Source: an optimization exercise on an open RTL-to-GDS flow (aim: small area and a short achievable clock period). Production flows keep margins and buffers that such runs may drop.
In this exercise RTL edits were held to simulation tests only and were not proved equivalent to the original.

`flow/run.sh`:
```
#!/bin/bash
# synth_recipe.tcl (not shown) runs the flow's synth.tcl, then flattens the netlist and writes it again
# the make line also repeats each setting of config.mk as NAME=value (left out here)
make -C /OpenROAD-flow-scripts/flow DESIGN_CONFIG=/design/flow/config.mk WORK_HOME=/design/flow/orfs CLKGATE_MAP_FILE= SYNTH_SCRIPT=/design/flow/synth_recipe.tcl finish
```
`flow/constraint.sdc`:
```
create_clock -name core_clock -period 10.0 [get_ports {clock}]
set_input_delay 2.0000 -clock core_clock [delete_from_list [all_inputs] [get_ports {clock}]]
set_output_delay 2.0000 -clock core_clock [all_outputs]
set_load 0.01 [all_outputs]
```
`flow/design.v`:
```
module overall_neural_network_training(
	input clock,
	input reset,
	input inp_1,
	input inp_2,
	input inp_3,
	input inp_4,
	input inp_5,
	input inp_6,
	output outp_1,
	output outp_2,
	output outp_3
);
	wire [5:0] x = {inp_6, inp_5, inp_4, inp_3, inp_2, inp_1};
	wire [5:0] h;     
	wire [5:0] h_nx;  
	wire [2:0] o;     
	wire [2:0] o_nx;  
	reg  [2:0] fin;   
	reg  [5:0] xr;    
	reg  r1;          
	reg  [5:0] xc;
	reg  [5:0] hc;
	reg  [2:0] oc;
	always @(posedge clock or posedge reset)
		if (reset) begin
			xr <= 6'd0;
			r1 <= 1'b1;
			xc <= 6'h3F;
			hc <= 6'h3F;
			oc <= 3'h7;
		end else begin
			xr <= x;
			r1 <= 1'b0;
			xc <= x;
			hc <= h_nx;
			oc <= o_nx;
		end
	localparam [36*12-1:0] INIT_H = {
		12'h005, 12'hFEA, 12'h025, 12'hFF4, 12'h01C, 12'hFE1,    
		12'h013, 12'hFF1, 12'h003, 12'hFED, 12'h015, 12'hFFB,    
		12'h01D, 12'hFF1, 12'h021, 12'h01F, 12'hFE7, 12'h013,    
		12'h008, 12'hFF3, 12'h010, 12'hFEB, 12'h015, 12'hFEA,    
		12'h00C, 12'hFE5, 12'hFDB, 12'h012, 12'hFF1, 12'h020,    
		12'h019, 12'hFF6, 12'h017, 12'hFDC, 12'h00E, 12'hFE9};   
	localparam [18*12-1:0] INIT_O = {
		12'h005, 12'hFF6, 12'h023, 12'hFE3, 12'h019, 12'hFE2,    
		12'h010, 12'hFFD, 12'hFE2, 12'h006, 12'h022, 12'hFE4,    
		12'h002, 12'hFED, 12'h014, 12'h01B, 12'hFE2, 12'hFF5};   
	wire [36*12-1:0] whn;    
	wire [18*12-1:0] won;
	genvar i, j;
	generate
		for (i = 0; i < 6; i = i + 1) begin : hid
			for (j = 0; j < 6; j = j + 1) begin : syn
				synapse #(.INIT(INIT_H[(6*i+j)*12 +: 12])) s (
					.clock(clock), .reset(reset),
					.pre_w(xr[j]), .post_w(h[i]), .pre_c(xc[j]), .post_c(hc[i]),
					.w_nx(whn[(6*i+j)*12 +: 12]));
			end
			neuron_h n (
				.clock(clock), .reset(reset), .r1(r1),
				.in_nx(x), .w_nx(whn[72*i +: 72]), .spike(h[i]), .spike_nx(h_nx[i]));
		end
		for (i = 0; i < 3; i = i + 1) begin : out
			for (j = 0; j < 6; j = j + 1) begin : syn
				synapse #(.INIT(INIT_O[(6*i+j)*12 +: 12])) s (
					.clock(clock), .reset(reset),
					.pre_w(h[j]), .post_w(o[i]), .pre_c(hc[j]), .post_c(oc[i]),
					.w_nx(won[(6*i+j)*12 +: 12]));
			end
			neuron_o n (
				.clock(clock), .reset(reset), .r1(r1),
				.in_nx(h_nx), .w_nx(won[72*i +: 72]), .spike(o[i]), .spike_nx(o_nx[i]));
		end
	endgenerate
	always @(posedge clock)
		fin <= o_nx[0] ? 3'b100 : o_nx[1] ? 3'b010 : o_nx[2] ? 3'b001 : 3'b000;
	assign {outp_1, outp_2, outp_3} = fin;
endmodule
module csa_row #(parameter W = 16) (
	input [W-1:0] a,
	input [W-1:0] b,
	input [W-1:0] c,
	output [W-1:0] s,
	output [W-1:0] cy
);
	assign s = a ^ b ^ c;
	assign cy = ((a & b) | (a & c) | (b & c)) << 1;
endmodule
module lif_update(
	input [15:0] a,
	input [15:0] b,
	input low,            
	input hold,           
	output [12:0] u_nx,
	output fire
);
	wire [15:0] ts, tc;
	csa_row rt (.a(a), .b(b), .c(16'hFFFD), .s(ts), .cy(tc));    
	wire [12:0] t = ts[12:0] + tc[12:0];
	wire [15:0] th = a + b;
	wire f = ~th[15];      
	assign fire = f & ~hold;
	assign u_nx = (f | low | hold) ? 13'h1193 : t;    
endmodule
module low_test(
	input [12:0] u,
	input big,
	input [3:0] part,
	output low
);
	assign low = ~big & (((u == 13'h1193) & (part <= 4'd2)) |
	                     ((u == 13'h1194) & (part <= 4'd1)) |
	                     ((u == 13'h1195) & (part == 4'd0)));
endmodule
module neuron_h(
	input clock,
	input reset,
	input r1,
	input [5:0] in_nx,
	input [71:0] w_nx,
	output reg spike,
	output spike_nx
);
	wire [15:0] g0 = {4'd0, w_nx[11:0]  & {12{in_nx[0]}}};
	wire [15:0] g1 = {4'd0, w_nx[23:12] & {12{in_nx[1]}}};
	wire [15:0] g2 = {4'd0, w_nx[35:24] & {12{in_nx[2]}}};
	wire [15:0] g3 = {4'd0, w_nx[47:36] & {12{in_nx[3]}}};
	wire [15:0] g4 = {4'd0, w_nx[59:48] & {12{in_nx[4]}}};
	wire [15:0] g5 = {4'd0, w_nx[71:60] & {12{in_nx[5]}}};
	wire [15:0] sa, ca, sb, cb, s2, c2;
	csa_row r1a (.a(g0), .b(g1), .c(g2), .s(sa), .cy(ca));
	csa_row r1b (.a(g3), .b(g4), .c(g5), .s(sb), .cy(cb));
	csa_row r2  (.a(sa), .b(ca), .c(sb), .s(s2), .cy(c2));
	reg [12:0] p1;    
	reg [12:0] p2;    
	reg [11:0] p3;    
	always @(posedge clock) begin
		p1 <= s2[12:0];
		p2 <= c2[13:1];
		p3 <= cb[12:1];
	end
	reg [12:0] u;     
	wire [15:0] sx, cx, a, b;
	csa_row u1 (.a({3'd0, p1}), .b({2'd0, p2, 1'b0}), .c({3'd0, p3, 1'b0}), .s(sx), .cy(cx));
	csa_row u2 (.a(sx), .b(cx), .c({{3{u[12]}}, u}), .s(a), .cy(b));
	wire [12:0] u_nx;
	wire low;
	low_test lt (.u(u), .big((|p1[12:2]) | (|p2[12:1]) | (|p3[11:1])),
		.part({2'b0, p1[1:0]} + {2'b0, p2[0], 1'b0} + {2'b0, p3[0], 1'b0}), .low(low));
	lif_update up (.a(a), .b(b), .low(low), .hold(r1), .u_nx(u_nx), .fire(spike_nx));
	always @(posedge clock or posedge reset)
		if (reset) begin
			u <= 13'h1193;
			spike <= 1'b0;
		end else begin
			u <= u_nx;
			spike <= spike_nx;
		end
endmodule
module neuron_o(
	input clock,
	input reset,
	input r1,
	input [5:0] in_nx,
	input [71:0] w_nx,
	output reg spike,
	output spike_nx
);
	wire [15:0] g0 = {4'd0, w_nx[11:0]  & {12{in_nx[0]}}};
	wire [15:0] g1 = {4'd0, w_nx[23:12] & {12{in_nx[1]}}};
	wire [15:0] g2 = {4'd0, w_nx[35:24] & {12{in_nx[2]}}};
	wire [15:0] g3 = {4'd0, w_nx[47:36] & {12{in_nx[3]}}};
	wire [15:0] g4 = {4'd0, w_nx[59:48] & {12{in_nx[4]}}};
	wire [15:0] g5 = {4'd0, w_nx[71:60] & {12{in_nx[5]}}};
	wire [15:0] sa, ca, sb, cb;
	csa_row r1a (.a(g0), .b(g1), .c(g2), .s(sa), .cy(ca));
	csa_row r1b (.a(g3), .b(g4), .c(g5), .s(sb), .cy(cb));
	reg [11:0] q1;    
	reg [11:0] q2;    
	reg [11:0] q3;    
	reg [11:0] q4;    
	always @(posedge clock) begin
		q1 <= sa[11:0];
		q2 <= ca[12:1];
		q3 <= sb[11:0];
		q4 <= cb[12:1];
	end
	reg [12:0] u;     
	wire [15:0] sx, cx, sy, cy, a, b;
	csa_row u1 (.a({4'd0, q1}), .b({3'd0, q2, 1'b0}), .c({4'd0, q3}), .s(sx), .cy(cx));
	csa_row u2 (.a(sx), .b(cx), .c({{3{u[12]}}, u}), .s(sy), .cy(cy));
	csa_row u3 (.a(sy), .b(cy), .c({3'd0, q4, 1'b0}), .s(a), .cy(b));
	wire [12:0] u_nx;
	wire low;
	low_test lt (.u(u), .big((|q1[11:2]) | (|q2[11:1]) | (|q3[11:2]) | (|q4[11:1])),
		.part({2'b0, q1[1:0]} + {2'b0, q2[0], 1'b0} + {2'b0, q3[1:0]} + {2'b0, q4[0], 1'b0}),
		.low(low));
	lif_update up (.a(a), .b(b), .low(low), .hold(r1), .u_nx(u_nx), .fire(spike_nx));
	always @(posedge clock or posedge reset)
		if (reset) begin
			u <= 13'h1193;
			spike <= 1'b0;
		end else begin
			u <= u_nx;
			spike <= spike_nx;
		end
endmodule
module synapse #(parameter [11:0] INIT = 12'd0) (
	input clock,
	input reset,
	input pre_w,      
	input post_w,
	input pre_c,      
	input post_c,
	output [11:0] w_nx    
);
	reg [11:0] w;
	reg [11:0] cp;    
	reg [11:0] cm;    
	reg f;            
	wire zp = ~|cp[10:0];
	wire zm1 = ~|cm[10:1];
	wire zm = zm1 & ~cm[0];
	wire fp = cp[11] ^ cp[7] ^ cp[1] ^ cp[0] ^ zp;
	wire fm = cm[11] ^ cm[7] ^ cm[1] ^ cm[0] ^ zm;
	wire hold_p = pre_c & ~(post_c & f);
	wire step_p = ~pre_c & ~f;
	wire one_p = ~pre_c & f;
	wire hold_m = post_c & ~(pre_c & f);
	wire step_m = ~post_c & ~f;
	wire one_m = ~post_c & f;
	wire [11:0] cp_nx = ({12{hold_p}} & cp) | ({12{step_p}} & {cp[10:0], fp}) | {11'd0, one_p};
	wire [11:0] cm_nx = ({12{hold_m}} & cm) | ({12{step_m}} & {cm[10:0], fm}) | {11'd0, one_m};
	wire up1 = ~pre_w & post_w & (f | zp);
	wire up3 = pre_w & post_w;
	wire dn2 = pre_w & ~post_w & (f | zm);
	wire dn4 = pre_w & ~post_w & ~f & zm1 & cm[0] & ~cm[11];
	wire [2:0] d = {dn2 | dn4, up3 | dn2, up1 | up3};
	wire [3:0] lo = {1'b0, w[2:0]} + {1'b0, d};
	wire inc01 = (f | zp) & (&w[2:0]);
	wire inc11 = w[2] & (w[1] | w[0]);
	wire dec10 = ((f | zm) & ~w[2] & ~w[1]) | (~f & zm1 & cm[0] & ~cm[11] & ~w[2]);
	wire inc = post_w & (pre_w ? inc11 : inc01);
	wire dec = pre_w & ~post_w & dec10;
	reg [11:0] wn;
	reg all1, all0;
	integer k;
	always @(*) begin
		wn[2:0] = lo[2:0];
		all1 = 1'b1;
		all0 = 1'b1;
		for (k = 3; k < 12; k = k + 1) begin
			wn[k] = w[k] ^ ((inc & all1) | (dec & all0));
			all1 = all1 & w[k];
			all0 = all0 & ~w[k];
		end
	end
	assign w_nx = wn;
	always @(posedge clock or posedge reset)
		if (reset) begin
			f <= 1'b1;
			w <= INIT;
		end else begin
			f <= pre_c & post_c;
			w <= wn;
		end
	always @(posedge clock) begin
		cp <= cp_nx;
		cm <= cm_nx;
	end
endmodule
```
`flow/config.mk`:
```
export PLATFORM = sky130hd
export DESIGN_NAME = overall_neural_network_training
export DESIGN_NICKNAME = overall_neural_network_training
export VERILOG_FILES = /design/flow/design.v
export SDC_FILE = /design/flow/constraint.sdc
export NUM_CORES = 4
export LEC_CHECK = 0
export CAP_MARGIN = 20
export CORE_MARGIN = 2
export CORE_UTILIZATION = 55
export SETUP_SLACK_MARGIN = 5
export SLEW_MARGIN = 20
```
==> results.cfg, run 1 <==
[outcome]
status = no timing/DRC/antenna violations

[clocking]
clock-root-buffer = clkbuf_16
path_clk_slew_ns = 0.06
cts.htree.levels = 5
insertion_delay_ns = 0.92
clock_path_buffers = 4
ctsResizeCount = 0
cts_hold_buf = 0
postCtsSetupRepairBufs = 0
cts_inserted_buffers = 294
cts.sinks = 2515
cts_tree = done

[synthesis]
ys_types = 90
synthesis.area_mm2 = 0.1343
synth_area_leaders = dfxtp_1, fa_1, dfstp_2, dfrtp_1, xnor2_1
synth-async-reset-ratio_pct = 33.80
syn_area_per_cell_um2 = 9.653
synth_area_leader_cell = dfxtp_1
ys_seq_elements = 2515
synthesis.nets = 14920
synth_seq_area_share_pct = 41.06
synth_cells = 13910
synth_top_area_share_pct = 24.82
synthTopCellsByCount = dfxtp_1, nand2_1, inv_1
ys_warn_count = 45
yosysMostFrequentCell = dfxtp_1
synth_edf_count = 0
synth_top_flop_cell = dfxtp_1

[timing]
period_needed_ns = 4.584
final-max-slew-violation-count = 0
period_share_pct = 45.84
setup_viol = 0
setup_tns_ns = 0
rsz0062_at_grt = false
worst_pin_slew_ns = 1.055
hold_slack_ns = 0.4584
relSlewSlack_pct = 29.69
hold_viol_final = 0
clock.fmax_mhz = 218.1
finClkSkew_ns = 0.04291

[critical_path]
crit_slowest_cell = a311oi_4
startpoint_type = flip-flop
path_max_fanout = 8
crit_top_cell = fa_1
crit_family = adder cells
setup.worst_path.end_class = flip-flop
arrival_ns = 5.40
worst_path_largest_cell_delay_ns = 0.80
path_cells = fa_1, inv_1, fa_1, fa_1, inv_1, ha_1, a21oi_1, o21ai_0, mux2_2, a311oi_4, nand2_1, or2_2
path_class = reg2reg
cp.required_ns = 10.81
cp.buffers_inverters = 2

[cells_and_area]
final_nets = 14670
multiInputGateArea_mm2 = 0.07259
fillers = 20520
syn_to_final_growth_pct = 8.916
fin_cells = 17090
drive_above_1_share_pct = 7.643
post-route-util_pct = 60.19
ff_latch_area_mm2 = 0.05522

[detailed_routing]
wl_per_cell_um = 17.80
viasPerCell = 5.698
drt_iter0_drc = 6721
drc_errors = 0
detail-route-antenna-nets = 0
wirelength_um = 304100
via_count = 97370
firstDrtPassIters = 5

[placed_design]
finalWeightedCongestion = 0.8536
port_buffers = 10
hpwl_um = 214400
place_inst = 16570

[global_route]
antenna_found_initial = 10
grt_pass1_wl_um = 501300
grt_pass1_vias = 95820
grt_start_max_net_pins = 145
grt_util_all_layers_pct = 24.32
gr-total-overflow = 0

[floorplan]
dieHeight_um = 498.1
die_area_mm2 = 0.2481
die_x_um = 498.1
fp-row-count = 181
start_util_pct = 55.27
num_io_pins = 11
core_mm2 = 0.2430

[job]
cap_violations = 0

[worst_hold_path]
hold_class = reg2reg
per-stage QoR:
stage	instance area, um^2	setup WS, ns
6_report	146300	5.416
5_1_grt	146300	5.142
4_1_cts	146200	5.358
3_5_place_dp	136700	5.389
3_3_place_gp	136700	5.017
2_1_floorplan	134300	-3.324
layer usage:
metal	vias up	share of wire, %	GRT usage, %
met3	485	4.4	3.436
met1	47740	48	35.17
met2	1526	45	37.95
met4	4	2.7	6.974
met5	-	0.0076	0
li1	47620	-	-
layout make-up:
| class | count | area share, % |
|---|---|---|
| antenna | 4 | 0.006843 |
| clock buffer | 453 | 5.986 |
| clock inverter | 65 | 0.5372 |
| inverter | 1147 | 2.946 |
| multi-input combinational | 9633 | 49.62 |
| sequential | 2515 | 37.75 |
| tap | 3202 | 2.739 |
| timing repair buffer | 69 | 0.4072 |
cell usage in the layout, fill, tap and decap left out, types with 303 or more instances in the layout:
master     instances
a21oi_1          384
and2_1           435
dfrtp_1          402
clkbuf_16        303
inv_1           1146
ha_1             404
nor2_1           637
nor4_1           335
nand2_1         1441
xnor2_1          773
nand3_1          329
dfstp_2          420
dfxtp_1         1665
o21ai_0          902
mux2i_1          673
fa_1             597
cells by family (layout without fill, tap and decap cells):
| logic type | Yosys count | after routing | share of synthesized area (%) |
|---|---|---|---|
| compound gates | 2576 | 2576 | 13.24 |
| buf+inv | 1765 | 1734 | 4.948 |
| xor+xnor | 991 | 991 | 6.463 |
| simple gates | 4373 | 4373 | 16.45 |
| mux | 685 | 685 | 5.119 |
| other cells | 1 | 5 | 0.002792 |
| fa+ha+maj | 1007 | 1007 | 12.71 |
| flops | 2515 | 2515 | 41.06 |
worst paths after layout:
check | startpoint | endpoint | slack [ns] | depth (start not counted)
max in group asynchronous | reset | hid[3].n.spike | 6.43 | 4
hold reg to reg | hid[4].syn[3].s.w[11] | hid[4].syn[3].s.w[11] | 0.46 | 1
setup reg to reg | out[2].n.q3[11] | out[2].n.u[1] | 5.42 | 12
min in group asynchronous | reset | hid[2].n.u[10] | 1.62 | 2
setup / recovery | out[2].n.q3[11] | out[2].n.u[1] | 5.42 | 12
hold / removal | hid[4].syn[3].s.w[11] | hid[4].syn[3].s.w[11] | 0.46 | 1
registers in the layout, summed over array words and instances, names as in the netlist, 36 cells and up:
register	count
hid.n.p1	78
out.n.q2	36
out.n.q3	36
out.syn.s.cp	216
out.n.q1	36
hid.syn.s.cm	432
out.syn.s.w	216
hid.n.u	78
out.n.u	39
hid.syn.s.f	36
out.syn.s.cm	216
hid.syn.s.cp	432
hid.n.p3	72
out.n.q4	36
hid.syn.s.w	432
hid.n.p2	72
==> run 2, diff against run 1 <==
==> flow/flow/run.sh (new file) <==
#!/bin/bash
set -euo pipefail
SETUP_SLACK_MARGIN=6 bash standard.sh > standard.log 2>&1
==> flow/standard.sh (new file) <==
#!/bin/bash
# synth_recipe.tcl (not shown) runs the flow's synth.tcl, then flattens the netlist and writes it again
# the make line also repeats each setting of config.mk as NAME=value (left out here)
make -C /OpenROAD-flow-scripts/flow DESIGN_CONFIG=/design/flow/config.mk WORK_HOME=/design/flow/orfs CLKGATE_MAP_FILE= SYNTH_SCRIPT=/design/flow/synth_recipe.tcl "${@:-finish}"
--- a/flow/config.mk
+++ b/flow/config.mk
@@ -9,4 +9,3 @@
 export CORE_MARGIN = 2
 export CORE_UTILIZATION = 55
-export SETUP_SLACK_MARGIN = 5
 export SLEW_MARGIN = 20
removed: flow/run.sh
==> run 2 against run 1 <==
  * Largest cell class unchanged
  * Critical path type unchanged
  * Via count is 1.3% higher
  * Sequential share of layout area is 0.78 points lower
  * Still clean
  * Die area is the same
  * Critical path depth grew 5
==> results.cfg, run 2 <==
[cells_and_area]
final_common_cell = dfxtp_1
final_nets = 14790
reg_top3 = hid.syn.s.cm: 432 flops, hid.syn.s.cp: 432 flops, hid.syn.s.w: 432 flops
final_area_mm2 = 0.1496
syn_to_final_growth_pct = 11.38
drive_above_1_share_pct = 10.43
fillers = 20240
mostFrequentLayoutCells = dfxtp_1, nand2_1, inv_1

[synthesis]
synthesis.area_mm2 = 0.1343
synthesis.nets = 14920
synth_top_flop_cell = dfxtp_1
yosysMostFrequentCell = dfxtp_1
synth_top_area_share_pct = 24.82
synth_seq_area_share_pct = 41.06
ys_warn_count = 45
synth_edf_count = 0
ys_types = 90
syn_area_per_cell_um2 = 9.653
ys_seq_elements = 2515
synth-async-reset-ratio_pct = 33.80
synth_area_leader_cell = dfxtp_1
synth_cells = 13910
synthTopCellsByCount = dfxtp_1, nand2_1, inv_1
synth_area_leaders = dfxtp_1, fa_1, dfstp_2, dfrtp_1, xnor2_1

[global_route]
antenna_found_initial = 21
grt_util_all_layers_pct = 25.55
grt_pass1_wl_um = 520200
gr-total-overflow = 0
grt_start_max_net_pins = 131
grt_pass1_vias = 97610

[outcome]
status = no timing/DRC/antenna violations

[timing]
worst_pin_slew_ns = 1.166
period_share_pct = 41.20
relSlewSlack_pct = 22.30
rsz0062_at_grt = true
clock.fmax_mhz = 242.7
finClkSkew_ns = 0.03920
period_needed_ns = 4.120
setup_viol = 0
hold_viol_final = 0
final-max-slew-violation-count = 0

[critical_path]
arrival_ns = 4.92
r2r_slack_ns = 5.88
setup.worst_path.end_class = flip-flop
startpoint_type = flip-flop
cp.required_ns = 10.80
path_max_fanout = 4
path_class = reg2reg

[clocking]
clock_path_buffers = 4
cts.htree.levels = 5
cts.sinks = 2515
cts_tree = done
cts_inserted_buffers = 299
path_clk_slew_ns = 0.06
clock-root-buffer = clkbuf_16
cts_hold_buf = 0
insertion_delay_ns = 0.92

[detailed_routing]
viasPerCell = 5.725
firstDrtPassIters = 6
drc_errors = 0
detail-route-antenna-nets = 0
wl_per_cell_um = 18.78
wirelength_um = 323400
via_count = 98590
drt_iter0_drc = 7142

[floorplan]
fp-row-count = 181
die_area_mm2 = 0.2481
start_util_pct = 55.27
core_mm2 = 0.2430
dieHeight_um = 498.1
num_io_pins = 11
die_x_um = 498.1

[placed_design]
finalWeightedCongestion = 0.8650
post_dp_cell_area_mm2 = 0.1367
port_buffers = 10
hpwl_um = 218900

[job]
cap_violations = 0

[worst_hold_path]
hold_class = reg2reg
-- run 2: cells by family after synthesis --
kind of cell    Yosys count  synth area share (%)
other cells               1              0.002792
simple gates           4373                 16.45
buf+inv                1765                 4.948
mux                     685                 5.119
compound gates         2576                 13.24
xor+xnor                991                 6.463
fa+ha+maj              1007                 12.71
flops                  2515                 41.06
-- run 2: metal layers --
metal	GRT usage (%)	share of wire [%]
met4	7.965	2.8
met2	40.37	45
met3	3.918	4.7
met5	0	0.0056
met1	36.08	47
-- run 2: final timing paths --
path,from,end,cells after the start
worst max register to register,hid[0].n.p1[12],out[2].n.q1[3],17
min in group asynchronous,reset,hid[2].syn[0].s.w[4],2
worst min register to register,hid[0].syn[5].s.w[11],hid[0].syn[5].s.w[11],1
worst min-delay path,hid[0].syn[5].s.w[11],hid[0].syn[5].s.w[11],1
max in group asynchronous,reset,xr[3],4
worst max-delay path,hid[0].n.p1[12],out[2].n.q1[3],17
-- run 2: final cells by class --
| cell class | count | area, um^2 | area share [%] |
|---|---|---|---|
| multi-input cells | 9633 | 73860 | 49.38 |
| flip-flops and latches | 2515 | 55300 | 36.97 |
| clock buffers | 459 | 9004 | 6.019 |
| inverters | 1147 | 4309 | 2.881 |
| well taps | 3202 | 4006 | 2.678 |
| repair buffers | 187 | 2331 | 1.558 |
| clock inverters | 71 | 755.7 | 0.5052 |
| diodes | 6 | 15.01 | 0.01004 |
-- run 2: repair_timing --
| item | CTS | global route |
|---|---|---|
| endpoints found under the setup margin | 236 | 255 |
| buffers inserted | 42 | 53 |
| pin swaps | 42 | 140 |
| resized for setup | 157 | 257 |
| gates cloned | 18 | 8 |
-- run 2: worst max-delay path, cell delays in order, from the launching register on --
cell and delay [ns]:
dfxtp_2 0.33, fa_1 0.55, inv_2 0.04, fa_1 0.51, inv_2 0.05, ha_4 0.22
a21oi_2 0.14, o21ai_2 0.08, or4_1 0.51, mux2_4 0.30, a21oi_4 0.15, buf_12 0.15
buf_12 0.14, buf_12 0.11, buf_16 0.11, nand2_1 0.07, fa_2 0.52, inv_1 0.04
-- run 2: through the flow --
stage / instances / hold WS (ns) / setup WS (ns) / util [%] / setup TNS, ns
2_1_floorplan: 13910 / 0.4305 / -3.324 / - / -1417.75
3_3_place_gp: 16560 / 0.4439 / 4.865 / 56.24 / 0
3_5_place_dp: 16560 / 0.4440 / 5.242 / 56.25 / 0
4_1_cts: 17150 / 0.4596 / 5.893 / 60.87 / 0
5_1_grt: 17220 / 0.4860 / 5.763 / 61.55 / 0
6_report: 17220 / 0.4596 / 5.880 / 61.56 / 0
==> run 3, diff against run 2 <==
--- a/flow/config.mk
+++ b/flow/config.mk
@@ -9,3 +9,5 @@
 export CORE_MARGIN = 2
 export CORE_UTILIZATION = 55
+export CTS_BUF_LIST = sky130_fd_sc_hd__clkbuf_4 sky130_fd_sc_hd__clkbuf_8
+export CTS_CLUSTER_SIZE = 30
 export SLEW_MARGIN = 20
==> run 3 against run 2 <==
  * Still clean on timing, DRC and antenna
  * Final cell count increased by 1.6%
  * Count of clock-buffer cells in the layout increased by 255
  * Die area stayed put
  * Worst hold slack worse by 0.0029 ns
  * Via count grew 0.81%
  * Sequential cell count is the same
  * Largest cell class unchanged
==> results.cfg, run 3 <==
[floorplan]
dieHeight_um = 498.1
die_x_um = 498.1
num_io_pins = 11
core_mm2 = 0.2430
start_util_pct = 55.27
fp-row-count = 181
die_area_mm2 = 0.2481

[clocking]
insertion_delay_ns = 1.10
cts_inserted_buffers = 444
clock-root-buffer = clkbuf_8
cts.sinks = 2515
clock_path_buffers = 4
cts_tree = done
path_clk_slew_ns = 0.07
cts.htree.levels = 5

[job]
cap_violations = 0

[outcome]
status = no timing/DRC/antenna violations

[global_route]
grt_pass1_vias = 98940
grt_pass1_wl_um = 522700
grt_start_max_net_pins = 131
antenna_found_initial = 18
gr-total-overflow = 0
grt_util_all_layers_pct = 25.62

[critical_path]
worst_path_largest_cell_delay_ns = 0.59
path_cells = inv_2, fa_1, fa_1, inv_2, ha_4, a211oi_2, nor2_2, or4_1, mux2_4, a21oi_4, buf_12, buf_12, nand2_2, fa_1, inv_1
path_class = reg2reg
path_max_fanout = 8
timing.rr.start = hid[0].n.p1[8]
crit_top_cell = fa_1
timing.rr.end = out[2].n.q1[11]
crit_slowest_cell = fa_1
setup.worst_path.end_class = flip-flop
r2r_slack_ns = 5.89
startpoint_type = flip-flop
rr_worst_depth = 15
crit_family = adder cells
cp.buffers_inverters = 5
arrival_ns = 5.05
cp.required_ns = 10.94

[synthesis]
synth_top_flop_cell = dfxtp_1
ys_warn_count = 45
synth_cells = 13910
synthTopCellsByCount = dfxtp_1, nand2_1, inv_1
ys_seq_elements = 2515
synthMuxAreaShare_pct = 5.119
synth_seq_area_share_pct = 41.06
synthesis.nets = 14920
synth_top_area_share_pct = 24.82
synthAdderAreaFrac_pct = 12.71
synth_area_leaders = dfxtp_1, fa_1, dfstp_2, dfrtp_1, xnor2_1
synth_edf_count = 0
ys_types = 90
synth_area_leader_cell = dfxtp_1
synth-compound-area-share_pct = 13.24
synth-simple-area-share_pct = 16.45
synth_top_family_by_area = simple AND/OR/NAND/NOR gates
yosysMostFrequentCell = dfxtp_1
synthesis.area_mm2 = 0.1343
syn_area_per_cell_um2 = 9.653
synthXorXnorAreaFrac_pct = 6.463
synth-async-reset-ratio_pct = 33.80

[timing]
rsz0062_at_grt = true
finClkSkew_ns = 0.05649
setup_tns_ns = 0
setup_viol = 0
clock.fmax_mhz = 243.4
hold_viol_final = 0
hold_slack_ns = 0.4566
period_share_pct = 41.09
relSlewSlack_pct = 23.79
period_needed_ns = 4.109
final-max-slew-violation-count = 0
worst_pin_slew_ns = 1.143

[cells_and_area]
fillers = 20390
mostFrequentLayoutCells = dfxtp_1, nand2_1, inv_1
final_common_cell = dfxtp_1
drive_above_1_share_pct = 12.61
final_nets = 14930
reg_top3 = hid.syn.s.cm: 432 flops, hid.syn.s.cp: 432 flops, hid.syn.s.w: 432 flops
post-route-util_pct = 61.61
syn_to_final_growth_pct = 11.48
fin_cells = 17500

[detailed_routing]
drc_errors = 0
firstDrtPassIters = 6
route.met3.wl_um = 15860
drt_iter0_drc = 6852
wl_met2_um = 146600
via_count = 99390
wl_met1_um = 153100
wl_per_cell_um = 18.53
detail-route-antenna-nets = 0
top_layer = met5
wirelength_um = 324300
viasPerCell = 5.679

[worst_hold_path]
hp-start = hid[0].syn[5].s.w[11]
hold_end = hid[0].syn[5].s.w[11]
hold_class = reg2reg
holdPathStages = 1

[placed_design]
place_inst = 16560
finalWeightedCongestion = 0.8650
port_buffers = 10
hpwl_um = 218900
==> run 3: worst max path at each step <==
stage,from,endpoint,slack [ns],cells past startpoint
after floorplan,reset,hid[0].n.spike,-3.32,1
after global placement,out[2].n.q3[3],out[2].n.u[1],4.87,12
after detailed placement,out[2].n.q3[3],out[2].n.u[1],5.24,12
after CTS,hid[4].n.p1[2],out[0].n.q3[1],5.93,13
after global routing,hid[0].n.p1[8],out[2].n.q1[9],5.80,15
final,hid[0].n.p1[8],out[2].n.q1[11],5.89,15
==> run 3: cells by family (layout without fill, tap and decap cells) <==
logic type      count (synthesis)  in the layout
simple gates                 4373           4373
compound gates               2576           2576
flops                        2515           2515
buf+inv                      1765           2137
fa+ha+maj                    1007           1007
xor+xnor                      991            991
mux                           685            685
other cells                     1             16
==> run 3: repair_timing <==
item	CTS	global route
resized for setup	143	264
endpoints found under the setup margin	235	256
gates cloned	16	11
hold buffers	0	0
pin swaps	35	113
buffers inserted	27	55
==> run 3: metal layers <==
layer | track usage (%) | vias up
li1 | - | 48210
met1 | 36.22 | 48700
met2 | 40.61 | 1929
met3 | 3.889 | 548
met4 | 7.686 | 2
met5 | 0 | -
==> run 3: cell type report <==
class | count | area, um^2 | share of cell area, %
inverter | 1147 | 4309 | 2.878
clock buffer | 714 | 8995 | 6.008
multi-input combinational | 9633 | 73860 | 49.34
clock inverter | 101 | 982.2 | 0.6560
tap | 3202 | 4006 | 2.676
timing repair buffer | 175 | 2237 | 1.494
antenna | 15 | 37.54 | 0.02507
sequential | 2515 | 55290 | 36.93
==> run 3: through the flow <==
stage	setup WS [ns]	area [um^2]
after floorplan	-3.324	134300
after global placement	4.865	136700
after detailed placement	5.242	136700
after CTS	5.934	147900
after global routing	5.800	149700
final	5.891	149700
==> run 4, diff against run 3 <==
--- a/flow/config.mk
+++ b/flow/config.mk
@@ -9,5 +9,5 @@
 export CORE_MARGIN = 2
 export CORE_UTILIZATION = 55
-export CTS_BUF_LIST = sky130_fd_sc_hd__clkbuf_4 sky130_fd_sc_hd__clkbuf_8
-export CTS_CLUSTER_SIZE = 30
+export CTS_BUF_LIST = sky130_fd_sc_hd__clkbuf_8
+export CTS_CLUSTER_SIZE = 20
 export SLEW_MARGIN = 20
==> run 4 against run 3 <==
  * Utilization fell by 0.13 points
  * Critical path type unchanged
  * Routed wire length rose by 0.20%
  * Cell area fell by 0.21%
  * First-iteration DRC count shrank 0.18%
  * Synthesized area is the same
  * Still clean
  * Final cell count barely moved
  * Highest routed layer is now met4
  * Worst setup slack better by 0.029 ns
  * Register-to-register slack better by 0.03 ns
==> results.cfg, run 4 <==
[clocking]
clock-root-buffer = clkbuf_8
cts.sinks = 2515
cts_inserted_buffers = 444
clock_path_buffers = 4
insertion_delay_ns = 1.10
cts_tree = done
cts.htree.levels = 5
path_clk_slew_ns = 0.07

[timing]
rsz0062_at_grt = true
final-max-slew-violation-count = 0
setup_tns_ns = 0
clock.fmax_mhz = 245.1
finClkSkew_ns = 0.05807
setup_viol = 0
hold_viol_final = 0
period_needed_ns = 4.080
period_share_pct = 40.80
worst_pin_slew_ns = 1.153
hold_slack_ns = 0.4572
relSlewSlack_pct = 23.15
fin_ws_ns = 5.920

[synthesis]
ys_seq_elements = 2515
yosysMostFrequentCell = dfxtp_1
synth_area_leaders = dfxtp_1, fa_1, dfstp_2, dfrtp_1, xnor2_1
synth-compound-area-share_pct = 13.24
synth_seq_area_share_pct = 41.06
synth_top_area_share_pct = 24.82
synth-simple-area-share_pct = 16.45
synthesis.area_mm2 = 0.1343
synth_top_family_by_area = simple AND/OR/NAND/NOR gates
synth-async-reset-ratio_pct = 33.80
synthMuxAreaShare_pct = 5.119
synth_edf_count = 0
synthTopCellsByCount = dfxtp_1, nand2_1, inv_1
synth_top_flop_cell = dfxtp_1
syn_area_per_cell_um2 = 9.653
synthesis.nets = 14920
ys_types = 90
ys_warn_count = 45
synth_area_leader_cell = dfxtp_1
synthXorXnorAreaFrac_pct = 6.463
synthAdderAreaFrac_pct = 12.71
synth_cells = 13910

[global_route]
antenna_found_initial = 20
grt_pass1_wl_um = 523200
grt_start_max_net_pins = 131
grt_util_all_layers_pct = 25.67
grt_pass1_vias = 98950
gr-total-overflow = 0

[critical_path]
timing.rr.start = hid[0].n.p1[8]
timing.rr.end = out[2].n.q1[11]
path_cells = inv_2, fa_1, fa_1, inv_2, ha_4, a211oi_2, nor2_2, or4_1, mux2_4, a21oi_4, buf_12, buf_12, nand2_4, fa_1, inv_1
rr_worst_depth = 15
cp.required_ns = 10.95
setup.worst_path.end_class = flip-flop
crit_slowest_cell = fa_1
r2r_slack_ns = 5.92
path_max_fanout = 6
arrival_ns = 5.03
path_class = reg2reg
crit_top_cell = fa_1
startpoint_type = flip-flop
worst_path_largest_cell_delay_ns = 0.59

[cells_and_area]
drive_above_1_share_pct = 11.76
mostFrequentLayoutCells = dfxtp_1, nand2_1, inv_1
ff_latch_area_mm2 = 0.05529
final_common_cell = dfxtp_1
final_area_mm2 = 0.1494
final_nets = 14930
post-route-util_pct = 61.48
syn_to_final_growth_pct = 11.25
multiInputGateArea_mm2 = 0.07400
reg_top3 = hid.syn.s.cm: 432 flops, hid.syn.s.cp: 432 flops, hid.syn.s.w: 432 flops
fillers = 20440

[worst_hold_path]
hold_end = hid[0].syn[5].s.w[11]
hold_class = reg2reg
holdPathStages = 1
hp-start = hid[0].syn[5].s.w[11]

[detailed_routing]
wirelength_um = 325000
drt_iter0_drc = 6840
detail-route-antenna-nets = 0
via_count = 99510
drc_errors = 0
wl_per_cell_um = 18.56
viasPerCell = 5.683
firstDrtPassIters = 6

[placed_design]
post_dp_cell_area_mm2 = 0.1367
port_buffers = 10
place_worst_setup_slack_ns = 5.242
hpwl_um = 218900
finalWeightedCongestion = 0.8650

[outcome]
status = no timing/DRC/antenna violations

[floorplan]
die_area_mm2 = 0.2481
core_mm2 = 0.2430
num_io_pins = 11
start_util_pct = 55.27
die_x_um = 498.1
fp-row-count = 181
dieHeight_um = 498.1

[job]
cap_violations = 0
[run 4: cell count changes in the layout (fill, tap and decap cells not counted), sizes merged]
cell	previous run	this run
clkinv	70	68
diode	15	19
buf	161	166
clkbuf	724	587
inv	1155	1290
bufbuf	0	1
bufinv	17	19
[run 4: kinds of logic after synthesis]
logic type,count (synthesis)
buf+inv,1765
xor+xnor,991
flops,2515
compound gates,2576
other cells,1
simple gates,4373
mux,685
fa+ha+maj,1007
[run 4: area by class of cell]
cell class | count | area share, %
Timing Repair Buffer | 179 | 1.500
Clock inverter | 236 | 1.030
Inverter | 1147 | 2.884
Antenna cell | 19 | 0.03182
Clock buffer | 579 | 5.334
Sequential cell | 2515 | 37.01
Multi-Input combinational cell | 9633 | 49.53
Tap cell | 3202 | 2.682
[run 4: worst max path at each step]
stage	startpoint	endpoint	slack, ns	depth (start not counted)
final	hid[0].n.p1[8]	out[2].n.q1[11]	5.92	15
after global routing	hid[0].n.p1[8]	out[2].n.q1[9]	5.82	15
after CTS	hid[4].n.p1[2]	out[1].n.q3[9]	5.91	13
after detailed placement	out[2].n.q3[3]	out[2].n.u[1]	5.24	12
after global placement	out[2].n.q3[3]	out[2].n.u[1]	4.87	12
after floorplan	reset	hid[0].n.spike	-3.32	1
[run 4: metal layers]
layer  global-route usage, %  up-vias  share of wire [%]
met3                   3.895      526                4.7
li1                        -    48240                  -
met1                   36.31    48890                 47
met5                       0        -                  0
met4                   7.678        0                2.5
met2                   40.66     1853                 45
[run 4: metrics by stage]
stage,instances
3_5_place_dp,16560
6_report,17510
5_1_grt,17500
4_1_cts,17430
2_1_floorplan,13910
3_3_place_gp,16560
[run 4: what timing repair did]
action / CTS / global route
pin swaps: 40 / 116
hold buffers: 0 / 0
endpoints found under the setup margin: 235 / 260
resized for setup: 158 / 267
hold endpoints to repair: 0 / 0
gates cloned: 17 / 10
buffers inserted: 33 / 53
[run 4: critical path, delay by kind of cell (launching register included)]
family / cells / cell delay (ns)
compound gates: 2 / 0.38
simple gates: 3 / 0.54
mux: 1 / 0.30
buf+inv: 5 / 0.52
fa+ha+maj: 4 / 1.87
flops: 1 / 0.33
==> run 5, diff against run 4 <==
--- a/flow/config.mk
+++ b/flow/config.mk
@@ -6,8 +6,8 @@
 export NUM_CORES = 4
 export LEC_CHECK = 0
-export CAP_MARGIN = 20
+export CAP_MARGIN = 10
 export CORE_MARGIN = 2
 export CORE_UTILIZATION = 55
 export CTS_BUF_LIST = sky130_fd_sc_hd__clkbuf_8
 export CTS_CLUSTER_SIZE = 20
-export SLEW_MARGIN = 20
+export SLEW_MARGIN = 10
==> run 5 against run 4 <==
  * Die area did not move
  * Maximum frequency fell by 2.3%
  * First-iteration DRC count fell by 0.63%
  * Still clean on timing, DRC and antenna
  * Cell area rose by 0.13%
  * Sequential cell count did not move
  * Critical path depth rose by 3
  * Critical endpoint is now out[0].n.q1[11]
  * Sequential share of layout area barely moved
  * Via count rose by 0.24%
  * Highest routed layer is now met5
  * Synthesized area did not move
==> results.cfg, run 5 <==
[outcome]
status = no timing/DRC/antenna violations

[clocking]
path_clk_slew_ns = 0.07
cts_hold_buf = 0
cts_inserted_buffers = 443
clock-root-buffer = clkbuf_8
cts.htree.levels = 5
insertion_delay_ns = 1.11
cts.sinks = 2515
cts_tree = done
clock_path_buffers = 4

[timing]
hold_slack_ns = 0.4626
setup_viol = 0
rsz0062_at_grt = true
hold_viol_final = 0
relSlewSlack_pct = 24.58
setup_tns_ns = 0
finClkSkew_ns = 0.07433
clock.fmax_mhz = 239.4
final-max-slew-violation-count = 0
worst_pin_slew_ns = 1.131
period_share_pct = 41.77
period_needed_ns = 4.177

[cells_and_area]
syn_to_final_growth_pct = 11.39
final_area_mm2 = 0.1496
reg_top3 = hid.syn.s.cm: 432 flops, hid.syn.s.cp: 432 flops, hid.syn.s.w: 432 flops
final_common_cell = dfxtp_1
drive_above_1_share_pct = 12.08
fillers = 20360
mostFrequentLayoutCells = dfxtp_1, nand2_1, inv_1
fin_cells = 17500
final_nets = 14930
multiInputGateArea_mm2 = 0.07408
ff_latch_area_mm2 = 0.05530

[floorplan]
dieHeight_um = 498.1
num_io_pins = 11
die_area_mm2 = 0.2481
die_x_um = 498.1
core_mm2 = 0.2430
start_util_pct = 55.27
fp-row-count = 181

[placed_design]
place_inst = 16560
post_dp_cell_area_mm2 = 0.1367
hpwl_um = 218900
finalWeightedCongestion = 0.8650
port_buffers = 10

[synthesis]
synth-async-reset-ratio_pct = 33.80
synth_area_leaders = dfxtp_1, fa_1, dfstp_2, dfrtp_1, xnor2_1
synthesis.area_mm2 = 0.1343
synthTopCellsByCount = dfxtp_1, nand2_1, inv_1
ys_seq_elements = 2515
synth_area_leader_cell = dfxtp_1
synth_top_area_share_pct = 24.82
yosysMostFrequentCell = dfxtp_1
synth_seq_area_share_pct = 41.06
syn_area_per_cell_um2 = 9.653
synth_cells = 13910
synth_top_flop_cell = dfxtp_1
ys_warn_count = 45
synthesis.nets = 14920
synth_edf_count = 0
ys_types = 90

[critical_path]
arrival_ns = 5.19
path_class = reg2reg
cp.required_ns = 11.01
setup.worst_path.end_class = flip-flop
rr_worst_depth = 18
path_max_fanout = 5
startpoint_type = flip-flop

[detailed_routing]
firstDrtPassIters = 6
wirelength_um = 324900
wl_met1_um = 154600
wl_met2_um = 147700
detail-route-antenna-nets = 0
drc_errors = 0
wl_per_cell_um = 18.56
route.met3.wl_um = 14600
via_count = 99750
drt_iter0_drc = 6797
top_layer = met5
viasPerCell = 5.700

[worst_hold_path]
holdPathStages = 1
hold_class = reg2reg

[global_route]
antenna_found_initial = 14
grt_util_all_layers_pct = 25.73
gr-total-overflow = 0
grt_pass1_vias = 99200
grt_start_max_net_pins = 131
grt_pass1_wl_um = 525600

[job]
cap_violations = 0
==> run 5: cell counts after synthesis <==
No cell type changed its count.
==> run 5: worst max-delay path, cell delays in order, from the launching register on <==
cell	delay, ns
dfxtp_2	0.33
fa_1	0.53
inv_1	0.05
fa_1	0.49
inv_2	0.05
ha_4	0.24
a21oi_2	0.15
o21ai_2	0.08
or4_4	0.52
mux2_4	0.30
a21oi_4	0.17
buf_12	0.16
buf_4	0.12
buf_12	0.11
buf_16	0.14
buf_12	0.12
nand2_2	0.05
fa_1	0.49
inv_1	0.04
==> run 5: cell type report <==
type | instances | share of cell area (%)
clock buffers | 590 | 5.428
flip-flops and latches | 2515 | 36.96
well taps | 3202 | 2.678
repair buffers | 184 | 1.641
inverters | 1147 | 2.880
multi-input cells | 9634 | 49.52
diodes | 11 | 0.01840
clock inverters | 217 | 0.8681
==> run 5: what timing repair did <==
| action | 4_1_cts | 5_1_grt |
|---|---|---|
| setup endpoints to repair | 236 | 249 |
| resized for setup | 208 | 277 |
| gates cloned | 22 | 7 |
| pin swaps | 68 | 113 |
| setup buffers | 47 | 43 |
==> run 5: path summary, 6_finish.rpt <==
check	from	to	slack (ns)
worst max-delay path	hid[0].n.p3[11]	out[0].n.q1[11]	5.82
worst min-delay path	hid[4].syn[3].s.w[11]	hid[4].syn[3].s.w[11]	0.46
worst max register to register	hid[0].n.p3[11]	out[0].n.q1[11]	5.82
worst min register to register	hid[4].syn[3].s.w[11]	hid[4].syn[3].s.w[11]	0.46
max in group asynchronous	reset	xr[0]	6.60
min in group asynchronous	reset	hid[2].syn[0].s.w[4]	1.27
==> run 5: layer usage <==
| metal | track usage [%] | vias to the layer above |
|---|---|---|
| met1 | 36.88 | 49150 |
| met3 | 3.188 | 527 |
| met2 | 41.00 | 1853 |
| met4 | 7.098 | 2 |
| li1 | - | 48220 |
| met5 | 0 | - |
==> run 5: logic make-up (layout without fill, tap and decap cells) <==
kind of cell,after synthesis,after routing,share of synthesized area (%)
AND/OR/NAND/NOR,4373,4373,16.45
AO/OA/AOI/OAI,2576,2577,13.24
flip-flops,2515,2515,41.06
buffers and inverters,1765,2138,4.948
adder cells (fa/ha/maj),1007,1007,12.71
XOR/XNOR,991,991,6.463
multiplexers,685,685,5.119
other,1,12,0.002792
==> run 5: stage by stage <==
step	utilization, %	setup slack (ns)
floorplan	-	-3.324
global placement	56.24	4.865
detailed placement	56.25	5.215
CTS	60.89	5.856
global route	61.56	5.752
finish	61.56	5.823
==> run 6, diff against run 5 <==
--- a/flow/config.mk
+++ b/flow/config.mk
@@ -6,8 +6,9 @@
 export NUM_CORES = 4
 export LEC_CHECK = 0
-export CAP_MARGIN = 10
+export ABC_AREA = 1
+export CAP_MARGIN = 20
 export CORE_MARGIN = 2
-export CORE_UTILIZATION = 55
+export CORE_UTILIZATION = 65
 export CTS_BUF_LIST = sky130_fd_sc_hd__clkbuf_8
 export CTS_CLUSTER_SIZE = 20
-export SLEW_MARGIN = 10
+export SLEW_MARGIN = 20
==> run 6 against run 5 <==
  * Still clean on timing, DRC and antenna
  * Synthesized area up 1.1%
  * Clock skew decreased by 0.015 ns
  * Worst hold slack improved by 0.015 ns
  * Register-to-register slack better by 0.17 ns
  * First-iteration DRC count grew 27%
  * Global-route usage up 5.3 points
  * Maximum frequency is 4.1% higher
  * Sequential share of layout area about the same
  * Final cell count increased by 18%
  * Non-clock buffer count is 26 higher
  * Critical endpoint is now out[2].n.q1[11]
  * Largest cell class unchanged
  * Highest routed layer is now met4
==> results.cfg, run 6 <==
[floorplan]
die_area_mm2 = 0.2125
start_util_pct = 65.49
fp-row-count = 167
num_io_pins = 11
dieHeight_um = 461.0
die_x_um = 461.0
core_mm2 = 0.2073

[synthesis]
ys_seq_elements = 2515
ys_warn_count = 45
synthesis.area_mm2 = 0.1358
synth_area_leader_cell = dfxtp_1
syn_area_per_cell_um2 = 7.849
synth_edf_count = 0
synthesis.nets = 18300
synth_seq_area_share_pct = 40.62
yosysMostFrequentCell = inv_1
synth_top_area_share_pct = 24.55
synthTopCellsByCount = inv_1, nand2_1, dfxtp_1
synth_cells = 17300
synth-async-reset-ratio_pct = 33.80
synth_top_flop_cell = dfxtp_1
synth_area_leaders = dfxtp_1, inv_1, fa_1, dfstp_2, nand2_1
ys_types = 52

[global_route]
grt_pass1_wl_um = 533100
grt_start_max_net_pins = 151
grt_util_all_layers_pct = 30.99
antenna_found_initial = 15
grt_pass1_vias = 104400
gr-total-overflow = 0

[timing]
finClkSkew_ns = 0.05973
rsz0062_at_grt = true
setup_viol = 0
final-max-slew-violation-count = 0
period_needed_ns = 4.011
setup_tns_ns = 0
worst_pin_slew_ns = 1.143
clock.fmax_mhz = 249.3
hold_viol_final = 0
period_share_pct = 40.11
relSlewSlack_pct = 23.78
hold_slack_ns = 0.4779

[clocking]
clock_path_buffers = 4
cts_tree = done
cts_inserted_buffers = 430
cts_hold_buf = 0
insertion_delay_ns = 1.10
cts.sinks = 2515
clock-root-buffer = clkbuf_8
cts.htree.levels = 5
path_clk_slew_ns = 0.07

[critical_path]
setup.worst_path.end_class = flip-flop
startpoint = hid[2].n.p2[4]
cp.required_ns = 10.96
arrival_ns = 4.97
path_max_fanout = 4
timing.rr.start = hid[2].n.p2[4]
path_class = reg2reg
startpoint_type = flip-flop

[worst_hold_path]
hp-start = hid[0].syn[5].s.cp[11]
hold_class = reg2reg

[cells_and_area]
reg_top3 = hid.syn.s.cm: 432 flops, hid.syn.s.cp: 432 flops, hid.syn.s.w: 432 flops
drive_above_1_share_pct = 8.783
fillers = 17060
mostFrequentLayoutCells = inv_1, nand2_1, dfxtp_1
post-route-util_pct = 72.05
syn_to_final_growth_pct = 10.00
final_common_cell = inv_1
final_nets = 18570
final_area_mm2 = 0.1493

[detailed_routing]
drt_iter0_drc = 8622
viasPerCell = 5.337
firstDrtPassIters = 9
detail-route-antenna-nets = 0
wirelength_um = 339700
via_count = 110500
wl_per_cell_um = 16.40
drc_errors = 0

[placed_design]
finalWeightedCongestion = 0.8913
port_buffers = 10
hpwl_um = 235900
post_dp_cell_area_mm2 = 0.1387

[job]
cap_violations = 0

[outcome]
status = no timing/DRC/antenna violations
==> run 6: cell families after synthesis <==
kind of cell | Yosys count | share of synthesized area (%)
xor gates and xnor gates | 499 | 3.258
DFF | 2515 | 40.62
other | 1 | 0.002762
AOI/OAI and AO/OA | 2068 | 9.398
buffers and inverters | 4263 | 11.99
adders and majority gates | 1001 | 12.53
and+or+nand+nor | 6948 | 22.20
==> run 6: layer usage <==
metal	up-vias	global-route usage, %	part of all wire [%]
met2	2838	49.42	45
met1	51720	43.81	46
met3	684	3.974	5.9
met4	0	10.17	3.8
li1	55280	-	-
met5	-	0	0
==> run 6: worst max-delay path, stage by stage (launching register included) <==
cell,delay (ns)
dfxtp_1,0.32
inv_1,0.07
fa_1,0.52
fa_1,0.55
inv_1,0.08
ha_4,0.26
nand2_2,0.08
inv_2,0.03
nand4_1,0.06
o211ai_1,0.14
nand2_1,0.15
nand2_1,0.08
nand2_2,0.08
nand2_4,0.10
nor2_4,0.18
buf_12,0.15
clkbuf_16,0.15
buf_16,0.11
buf_12,0.16
nand3_4,0.08
fa_1,0.51
inv_1,0.04
==> run 6: what timing repair did <==
action                     4_1_cts  5_1_grt
setup buffers                   10       30
pin swaps                        2       47
setup endpoints to repair      167      130
gates cloned                     1       22
resized for setup               25      115
==> run 6: cell type report <==
| class | instances | area, um^2 | area share (%) |
|---|---|---|---|
| diodes | 8 | 20.02 | 0.01341 |
| clock inverters | 234 | 1488 | 0.9962 |
| repair buffers | 210 | 2211 | 1.480 |
| inverters | 3882 | 14610 | 9.783 |
| multi-input cells | 10520 | 64780 | 43.38 |
| flip-flops and latches | 2515 | 55160 | 36.94 |
| well taps | 2788 | 3488 | 2.336 |
| clock buffers | 551 | 7584 | 5.078 |
==> run 6: path summary, 6_finish.rpt <==
path,to,slack [ns],cells after the start
max reg2reg,out[2].n.q1[11],5.99,21
min,hid[0].syn[5].s.cp[11],0.48,2
min reg2reg,hid[0].syn[5].s.cp[11],0.48,2
max in group asynchronous,hid[2].syn[3].s.w[3],6.61,4
min in group asynchronous,out[2].syn[3].s.w[9],1.50,2
max,out[2].n.q1[11],5.99,21
==> run 6: through the flow <==
step,std cells,setup slack (ns)
2_1_floorplan,17300,-3.324
3_3_place_gp,19850,4.895
3_5_place_dp,19850,4.870
4_1_cts,20640,5.959
5_1_grt,20700,5.899
6_report,20710,5.989
==> run 7, diff against run 6 <==
--- a/flow/config.mk
+++ b/flow/config.mk
@@ -6,5 +6,4 @@
 export NUM_CORES = 4
 export LEC_CHECK = 0
-export ABC_AREA = 1
 export CAP_MARGIN = 20
 export CORE_MARGIN = 2
==> run 7 against run 6 <==
  * Still clean on timing, DRC and antenna
  * Worst setup slack got worse by 0.050 ns
  * Synthesized cell count decreased by 20%
  * First-iteration DRC count decreased by 15%
  * Via count decreased by 9.0%
  * Sequential cell count unchanged
  * Utilization about the same
  * Global-route usage decreased by 1.8 points
  * Non-clock buffer count decreased by 57
  * Final cell count decreased by 18%
  * Critical path type unchanged
  * Critical endpoint is now out[1].n.u[12]
==> results.cfg, run 7 <==
[outcome]
status = no timing/DRC/antenna violations

[detailed_routing]
wl_per_cell_um = 18.50
drc_errors = 0
drt_iter0_drc = 7318
viasPerCell = 5.942
wirelength_um = 313000
via_count = 100500
detail-route-antenna-nets = 0
firstDrtPassIters = 6

[global_route]
grt_util_all_layers_pct = 29.15
grt_pass1_vias = 99540
grt_pass1_wl_um = 507800
gr-total-overflow = 0
grt_start_max_net_pins = 152
antenna_found_initial = 10

[worst_hold_path]
holdPathStages = 1
hold_end = hid[3].syn[0].s.w[11]
hp-start = hid[3].syn[0].s.w[11]
hold_class = reg2reg

[critical_path]
arrival_ns = 5.07
r2r_slack_ns = 5.94
startpoint_type = flip-flop
timing.rr.end = out[1].n.u[12]
path_class = reg2reg
cp.required_ns = 11.01
crit_top_cell = fa_1
worst_path_largest_cell_delay_ns = 0.55
setup.worst_path.end_class = flip-flop
timing.rr.start = out[1].n.q3[3]
rr_worst_depth = 14
path_max_fanout = 4
crit_slowest_cell = fa_1
path_cells = fa_1, inv_1, fa_1, fa_1, inv_1, ha_1, inv_2, ha_4, nand4b_1, nand2_2, a41oi_2, a21oi_2, or4_1, a31o_2

[clocking]
insertion_delay_ns = 1.11
path_clk_slew_ns = 0.06
cts_inserted_buffers = 425
clock_path_buffers = 4
cts.sinks = 2515
cts_tree = done
clock-root-buffer = clkbuf_8
cts.htree.levels = 5

[cells_and_area]
drive_above_1_share_pct = 11.11
reg_top3 = hid.syn.s.cm: 432 flops, hid.syn.s.cp: 432 flops, hid.syn.s.w: 432 flops
final_nets = 14890
fin_cells = 16920
final_common_cell = dfxtp_1
mostFrequentLayoutCells = dfxtp_1, nand2_1, inv_1
post-route-util_pct = 72.06
syn_to_final_growth_pct = 10.00
fillers = 15220

[synthesis]
synth_top_flop_cell = dfxtp_1
ys_types = 90
synth_top_area_share_pct = 24.82
synth_area_leader_cell = dfxtp_1
synth_edf_count = 0
ys_seq_elements = 2515
synthTopCellsByCount = dfxtp_1, nand2_1, inv_1
ys_warn_count = 45
synth_seq_area_share_pct = 41.06
synth-async-reset-ratio_pct = 33.80
synthesis.area_mm2 = 0.1343
synth_cells = 13910
synthesis.nets = 14920
yosysMostFrequentCell = dfxtp_1
syn_area_per_cell_um2 = 9.653
synth_area_leaders = dfxtp_1, fa_1, dfstp_2, dfrtp_1, xnor2_1

[timing]
rsz0062_at_grt = true
clock.fmax_mhz = 246.2
hold_viol_final = 0
period_needed_ns = 4.062
relSlewSlack_pct = 26.37
final-max-slew-violation-count = 0
finClkSkew_ns = 0.05852
period_share_pct = 40.62
setup_viol = 0
worst_pin_slew_ns = 1.105

[floorplan]
num_io_pins = 11
core_mm2 = 0.2050
dieHeight_um = 458.5
fp-row-count = 166
die_area_mm2 = 0.2103
die_x_um = 458.5
start_util_pct = 65.51

[placed_design]
port_buffers = 10
finalWeightedCongestion = 0.9130
place_inst = 16040
hpwl_um = 211400

[job]
cap_violations = 0
[run 7: layout make-up]
class	instances	area, um^2	area share, %
timing repair buffer	153	1978	1.339
multi-input combinational	9634	73800	49.96
antenna	7	17.52	0.01186
inverter	1147	4312	2.919
sequential	2515	55290	37.43
clock inverter	227	1399	0.9469
tap	2688	3363	2.277
clock buffer	550	7570	5.124
[run 7: per-stage QoR]
stage | setup TNS, ns | hold slack, ns | cell area (um^2) | worst slack, ns
final | 0 | 0.4616 | 147700 | 5.938
after global routing | 0 | 0.4810 | 147700 | 5.872
after CTS | 0 | 0.4611 | 146100 | 5.934
after detailed placement | 0 | 0.4487 | 136000 | 5.220
after global placement | 0 | 0.4455 | 136000 | 5.290
after floorplan | -1417.75 | 0.4305 | 134300 | -3.324
[run 7: cell families after synthesis]
kind of cell / after synthesis / synth area share, %
compound gates: 2576 / 13.24
xor+xnor: 991 / 6.463
fa+ha+maj: 1007 / 12.71
buf+inv: 1765 / 4.948
flops: 2515 / 41.06
mux: 685 / 5.119
other cells: 1 / 0.002792
simple gates: 4373 / 16.45
[run 7: worst max path at each step]
stage / startpoint / endpoint / slack (ns) / cells past startpoint
2_1_floorplan: reset / hid[0].n.spike / -3.32 / 1
3_3_place_gp: out[2].n.q3[3] / out[2].n.u[1] / 5.29 / 12
3_5_place_dp: out[2].n.q3[3] / out[2].n.u[1] / 5.22 / 12
4_1_cts: out[2].n.q3[3] / out[2].n.u[1] / 5.93 / 12
5_1_grt: out[1].n.q3[7] / out[1].n.u[12] / 5.87 / 13
6_report: out[1].n.q3[3] / out[1].n.u[12] / 5.94 / 14
[run 7: what timing repair did]
action	in CTS	in global routing
gates cloned	14	12
hold buffers	0	0
buffers inserted	25	42
pin swaps	31	109
endpoints found under the setup margin	222	205
resized for setup	121	230
[run 7: routing by layer]
layer | routed length, um | track usage [%]
met5 | 23 | 0
met4 | 9319 | 9.820
met3 | 16780 | 4.605
met2 | 145600 | 46.90
met1 | 141300 | 40.28
[run 7: critical path, delay by kind of cell (launching register included)]
| family | cells | cell delay, ns |
|---|---|---|
| adders and majority gates | 5 | 2.10 |
| and+or+nand+nor | 3 | 0.71 |
| AOI/OAI and AO/OA | 3 | 0.63 |
| DFF | 1 | 0.35 |
| buffers and inverters | 3 | 0.20 |
==> run 8, diff against run 7 <==
--- a/flow/config.mk
+++ b/flow/config.mk
@@ -9,5 +9,6 @@
 export CORE_MARGIN = 2
 export CORE_UTILIZATION = 65
-export CTS_BUF_LIST = sky130_fd_sc_hd__clkbuf_8
-export CTS_CLUSTER_SIZE = 20
+export CTS_BUF_LIST = sky130_fd_sc_hd__clkbuf_16
+export CTS_CLUSTER_DIAMETER = 80
+export CTS_CLUSTER_SIZE = 30
 export SLEW_MARGIN = 20
==> run 8 against run 7 <==
  * Critical endpoint is now out[0].n.q1[4]
  * Worst hold slack gained 0.0030 ns
  * Still clean
  * Routed wire length decreased by 1.8%
  * Utilization down 2.0 points
  * Die area unchanged
  * Synthesized cell count is the same
  * Clock skew down 0.020 ns
  * Worst setup slack worse by 0.082 ns
  * Register-to-register slack worse by 0.08 ns
  * Critical path depth rose by 3
  * Synthesized area is the same
  * Non-clock buffer count increased by 5
==> results.cfg, run 8 <==
[outcome]
status = no timing/DRC/antenna violations

[cells_and_area]
mostFrequentLayoutCells = dfxtp_1, nand2_1, inv_1
final_common_cell = dfxtp_1
reg_top3 = hid.syn.s.cm: 432 flops, hid.syn.s.cp: 432 flops, hid.syn.s.w: 432 flops
syn_to_final_growth_pct = 7.022
fillers = 15540
drive_above_1_share_pct = 8.704
final_nets = 14610
fin_cells = 16400

[timing]
finClkSkew_ns = 0.03814
hold_slack_ns = 0.4645
setup_viol = 0
final-max-slew-violation-count = 0
relSlewSlack_pct = 27.43
period_needed_ns = 4.144
period_share_pct = 41.44
fin_ws_ns = 5.856
setup_tns_ns = 0
hold_viol_final = 0
clock.fmax_mhz = 241.3
worst_pin_slew_ns = 1.089
rsz0062_at_grt = true

[clocking]
cts_inserted_buffers = 141
insertion_delay_ns = 0.83
cts_tree = done
cts.sinks = 2515
cts.htree.levels = 4
path_clk_slew_ns = 0.11
clock-root-buffer = clkbuf_16
clock_path_buffers = 3

[synthesis]
synth_top_flop_cell = dfxtp_1
ys_seq_elements = 2515
synth_seq_area_share_pct = 41.06
yosysMostFrequentCell = dfxtp_1
synth-async-reset-ratio_pct = 33.80
syn_area_per_cell_um2 = 9.653
ys_warn_count = 45
synthAdderAreaFrac_pct = 12.71
synth-simple-area-share_pct = 16.45
synth_area_leader_cell = dfxtp_1
synthMuxAreaShare_pct = 5.119
synth_top_area_share_pct = 24.82
synth_cells = 13910
synthesis.area_mm2 = 0.1343
synth_edf_count = 0
synthesis.nets = 14920
synthXorXnorAreaFrac_pct = 6.463
synth-compound-area-share_pct = 13.24
synth_top_family_by_area = simple AND/OR/NAND/NOR gates
ys_types = 90
synthTopCellsByCount = dfxtp_1, nand2_1, inv_1
synth_area_leaders = dfxtp_1, fa_1, dfstp_2, dfrtp_1, xnor2_1

[critical_path]
cp.buffers_inverters = 7
setup.worst_path.end_class = flip-flop
path_class = reg2reg
worst_path_largest_cell_delay_ns = 0.54
rr_worst_depth = 17
cp.required_ns = 10.74
crit_family = adder cells
crit_slowest_cell = fa_1
path_cells = fa_1, inv_1, fa_1, inv_2, ha_4, a21oi_2, o21ai_2, or4_4, mux2_4, a21oi_4, buf_12, buf_16, buf_12, buf_12, nand2_4, fa_1, inv_1
path_depth = 17
arrival_ns = 4.88
startpoint_type = flip-flop
path_max_fanout = 3

[detailed_routing]
viasPerCell = 6.017
via_count = 98670
wl_per_cell_um = 18.75
drt_iter0_drc = 7628
drc_errors = 0
detail-route-antenna-nets = 0
wirelength_um = 307500
firstDrtPassIters = 8

[floorplan]
fp-row-count = 166
start_util_pct = 65.51
core_mm2 = 0.2050
dieHeight_um = 458.5
die_area_mm2 = 0.2103
num_io_pins = 11
die_x_um = 458.5

[placed_design]
place_worst_setup_slack_ns = 5.220
place_inst = 16040
finalWeightedCongestion = 0.9130
port_buffers = 10
hpwl_um = 211400

[global_route]
grt_start_max_net_pins = 152
grt_pass1_wl_um = 497800
use_met3_pct = 3.838
gr-total-overflow = 0
grt_pass1_vias = 96700
antenna_found_initial = 9
grt_util_all_layers_pct = 28.59
grt_use_met1_pct = 40.12
met2_usage_pct = 46.88
gr-max-usage-layer = met2

[worst_hold_path]
holdPathStages = 1
hold_class = reg2reg

[job]
cap_violations = 0
[run 8: repair_timing]
item,4_1_cts,5_1_grt
resized for setup,122,227
hold buffers,0,0
setup buffers,36,39
cloned,9,14
endpoints found under the setup margin,219,230
pin swaps,26,93
[run 8: worst paths after layout]
| kind | endpoint | startpoint | slack (ns) |
|---|---|---|---|
| max in group asynchronous | hid[4].n.spike | reset | 6.49 |
| worst min register to register | hid[3].syn[0].s.w[11] | hid[3].syn[0].s.w[11] | 0.46 |
| worst max-delay path | out[0].n.q1[4] | hid[0].n.p3[11] | 5.86 |
| min in group asynchronous | hid[1].syn[2].s.w[5] | reset | 1.61 |
| worst min-delay path | hid[3].syn[0].s.w[11] | hid[3].syn[0].s.w[11] | 0.46 |
| worst max register to register | out[0].n.q1[4] | hid[0].n.p3[11] | 5.86 |
[run 8: through the flow]
step	util [%]	instance area, um^2
finish	70.11	143700
global route	70.11	143700
CTS	69.38	142200
detailed placement	66.35	136000
global placement	66.33	136000
floorplan	-	134300
[run 8: layout make-up]
cell class                 count  area, um^2  share of cell area, %
clock buffer                 147        3679                  2.559
sequential                  2515       55310                  38.48
inverter                    1147        4312                  3.000
timing repair buffer         158        1964                  1.367
antenna                        4       10.01               0.006964
multi-input combinational   9634       73700                  51.27
clock inverter               106        1399                 0.9732
tap                         2688        3363                  2.340
[run 8: cells by family (layout without fill, tap and decap cells)]
| group | Yosys count | in the layout |
|---|---|---|
| AND/OR/NAND/NOR | 4373 | 4373 |
| AO/OA/AOI/OAI | 2576 | 2577 |
| flip-flops | 2515 | 2515 |
| buffers and inverters | 1765 | 1558 |
| adder cells (fa/ha/maj) | 1007 | 1007 |
| XOR/XNOR | 991 | 991 |
| multiplexers | 685 | 685 |
| other | 1 | 5 |
[run 8: per-layer routing]
metal / routed length, um / vias up
met5: 7 / -
met2: 144300 / 1990
met1: 141000 / 48880
met3: 14880 / 393
met4: 7302 / 2
li1: - / 47400

[re-timing with driven ports]
The results above use ideal ports. As a check the final layouts listed here were re-extracted and re-timed, cells and wires unchanged. Step 1 (the two cells are an assumption about what drives the block):
set clk [get_ports {clock}]
set_driving_cell -lib_cell sky130_fd_sc_hd__clkbuf_16 $clk
set_driving_cell -lib_cell sky130_fd_sc_hd__buf_2 [delete_from_list [all_inputs] $clk]
Step 2 times the ports against the registers' clock, not the clock port: input delays grow and output delays shrink by t, the midpoint of the rising clock arrivals with the driver on. Slacks: ideal ports / drivers / drivers and shift; pairs: ideal ports / drivers.
| run | shift t [ns] | setup slack, ns | worst hold slack (ns) | slew at the worst register clock pin (ns) | worst slew at a driven data input, ns |
|---|---|---|---|---|---|
| run 1 | 0.991 | 5.416 / 5.416 / 5.416 | 0.458 / 0.458 / 0.458 | 0.06 / 0.06 | 0.09 |
| run 2 | 0.985 | 5.880 / 5.880 / 5.385 | 0.460 / 0.460 / 0.460 | 0.06 / 0.06 | 0.11 |
| run 3 | 1.151 | 5.891 / 5.891 / 5.414 | 0.457 / 0.457 / 0.457 | 0.07 / 0.07 | 0.10 |
| run 4 | 1.157 | 5.920 / 5.920 / 5.411 | 0.457 / 0.457 / 0.457 | 0.07 / 0.07 | 0.10 |
| run 5 | 1.157 | 5.823 / 5.823 / 5.395 | 0.463 / 0.463 / 0.463 | 0.07 / 0.07 | 0.11 |
| run 6 | 1.155 | 5.989 / 5.989 / 5.197 | 0.478 / 0.478 / 0.478 | 0.07 / 0.07 | 0.04 |
| run 7 | 1.163 | 5.938 / 5.938 / 5.527 | 0.462 / 0.462 / 0.462 | 0.07 / 0.07 | 0.09 |
| run 8 | 0.899 | 5.856 / 5.856 / 5.527 | 0.465 / 0.465 / 0.465 | 0.11 / 0.11 | 0.09 |
After both steps every run listed still meets setup and hold. For run 6, which loses most, drivers alone change the setup slack by 0.000 ns; drivers and shift together by -0.792 ns.
